Source: an optimization exercise on an open RTL-to-GDS flow (aim: small area and a short achievable clock period). Production flows keep margins and buffers that such runs may drop. Only simulation tests tie the RTL to the original design; equivalence was not proved.

// Chevychev_highpass
module Chevychev_highpass (
    data_in, data_out, clk, rst
);
Settings: LEC_CHECK=0, CAP_MARGIN=20, CORE_MARGIN=2, CORE_UTILIZATION=40, SLEW_MARGIN=20, SYNTH_HIERARCHICAL=1, SYNTH_MINIMUM_KEEP_SIZE=0; clock period 16.0 ns.
standard.sh (not shown) runs the stock make flow with config.mk's settings and CLKGATE_MAP_FILE= SYNTH_SCRIPT=/design/flow/synth_recipe.tcl, a recipe that flattens the netlist after the stock synthesis.
==> flow/flow/run.sh <==
#!/bin/bash
# The standard layout (standard.sh), with three changes to how it is made:
#  - port buffers are buf_4 instead of the default (a slow delay buffer),
#  - timing repair aims for 7.5 ns of setup slack (the design runs well below
#    the 16 ns clock, so the default repair would never act),
#  - clock tree: clkbuf_8 buffers, sinks clustered by 20 within 60 um, no
#    dummy loads.
# The full make output goes to standard_sh.log; ORFS keeps per-step logs in orfs/logs.
set -euo pipefail
bash standard.sh \
  "BUFFER_PORTS_ARGS=-buffer_cell sky130_fd_sc_hd__buf_4" \
  SETUP_SLACK_MARGIN=7.5 \
  "CTS_ARGS=-sink_clustering_enable -repair_clock_nets -dont_use_dummy_load -sink_clustering_size 20 -sink_clustering_max_diameter 60 -buf_list sky130_fd_sc_hd__clkbuf_8" \
  finish > standard_sh.log 2>&1
Then changed:
--- a/flow/flow/run.sh
+++ b/flow/flow/run.sh
@@ -3,3 +3,3 @@
 #  - port buffers are buf_4 instead of the default (a slow delay buffer),
-#  - timing repair aims for 7.5 ns of setup slack (the design runs well below
+#  - timing repair aims for 7.4 ns of setup slack (the design runs well below
 #    the 16 ns clock, so the default repair would never act),
@@ -11,3 +11,3 @@
   "BUFFER_PORTS_ARGS=-buffer_cell sky130_fd_sc_hd__buf_4" \
-  SETUP_SLACK_MARGIN=7.5 \
+  SETUP_SLACK_MARGIN=7.4 \
   "CTS_ARGS=-sink_clustering_enable -repair_clock_nets -dont_use_dummy_load -sink_clustering_size 20 -sink_clustering_max_diameter 60 -buf_list sky130_fd_sc_hd__clkbuf_8" \
Outcome: Clock-buffer cell count does not change; final area hardly moves; wire length is about the same; die area is unchanged.
Then changed:
==> flow/flow/run.sh (replaced) <==
#!/bin/bash
# The standard layout (standard.sh), with three changes to how it is made:
#  - port buffers are buf_4 instead of the default (a slow delay buffer),
#  - timing repair aims for 7.5 ns of setup slack (the design runs well below
#    the 16 ns clock, so the default repair would never act),
#  - clock tree: clkbuf_8 buffers, sinks clustered by 20 within 60 um, no
#    dummy loads.
# The full make output goes to standard_sh.log; ORFS keeps per-step logs in orfs/logs.
set -euo pipefail
bash standard.sh \
  "BUFFER_PORTS_ARGS=-buffer_cell sky130_fd_sc_hd__buf_4" \
  SETUP_SLACK_MARGIN=7.5 \
  "CTS_ARGS=-sink_clustering_enable -repair_clock_nets -dont_use_dummy_load -sink_clustering_size 40 -sink_clustering_max_diameter 200 -sink_clustering_levels 1 -buf_list sky130_fd_sc_hd__clkbuf_8" \
  finish > standard_sh.log 2>&1
Result: Maximum frequency goes up by 1.2%; cell count does not change; synthesized area does not change; final area stays flat; hold slack stays the same; global-route usage does not change; die area stays the same; worst setup slack gains 0.096 ns; via count stays flat.
Then changed:
==> flow/flow/run.sh (replaced) <==
#!/bin/bash
# The standard layout (standard.sh), with three changes to how it is made:
#  - port buffers are buf_4 instead of the default (a slow delay buffer),
#  - timing repair aims for 7.6 ns of setup slack (the design runs well below
#    the 16 ns clock, so the default repair would never act),
#  - clock tree: clkbuf_8 buffers, sinks clustered by 20 within 60 um, no
#    dummy loads.
# The full make output goes to standard_sh.log; ORFS keeps per-step logs in orfs/logs.
set -euo pipefail
bash standard.sh \
  "BUFFER_PORTS_ARGS=-buffer_cell sky130_fd_sc_hd__buf_4" \
  SETUP_SLACK_MARGIN=7.6 \
  "CTS_ARGS=-sink_clustering_enable -repair_clock_nets -dont_use_dummy_load -sink_clustering_size 20 -sink_clustering_max_diameter 60 -buf_list sky130_fd_sc_hd__clkbuf_8" \
  finish > standard_sh.log 2>&1
=> Setup slack gains 0.019 ns. Final area went up by 2.3%. Via count goes up by 1.8%. Non-clock buffer count rose by 36. Global-route usage is about the same. Utilization is higher by 1.0 points. Routed wire length climbs by 1.8%.

[separate check: timing with driven ports]
The flow's constraints put no driver on any port. The routed layouts listed below were extracted and timed again, unchanged, in two steps.
Step 1, drivers: a clkbuf_16 drives clk and a buf_2 each remaining input, both assumed.
Step 2, shift: input delay + t, output delay - t, t = (earliest + latest rising clock arrival at the registers) / 2. This alone moves slack from input paths to output paths.
a / b / c = no drivers / after step 1 / after step 2; a / b = the first two.
run	t, ns	setup slack, ns	worst setup path at the end	worst register clock-pin slew, ns	worst slew at a driven data input, ns
the first run	0.512	7.683 / 7.660 / 7.660	input to output	0.10 / 0.10	0.04
the second run	0.512	7.587 / 7.564 / 7.564	input to output	0.10 / 0.10	0.04
the third run	0.512	7.683 / 7.660 / 7.660	input to output	0.10 / 0.10	0.04
the fourth run	0.511	7.702 / 7.679 / 7.679	input to output	0.10 / 0.10	0.04
After both steps every run listed still meets setup and hold.
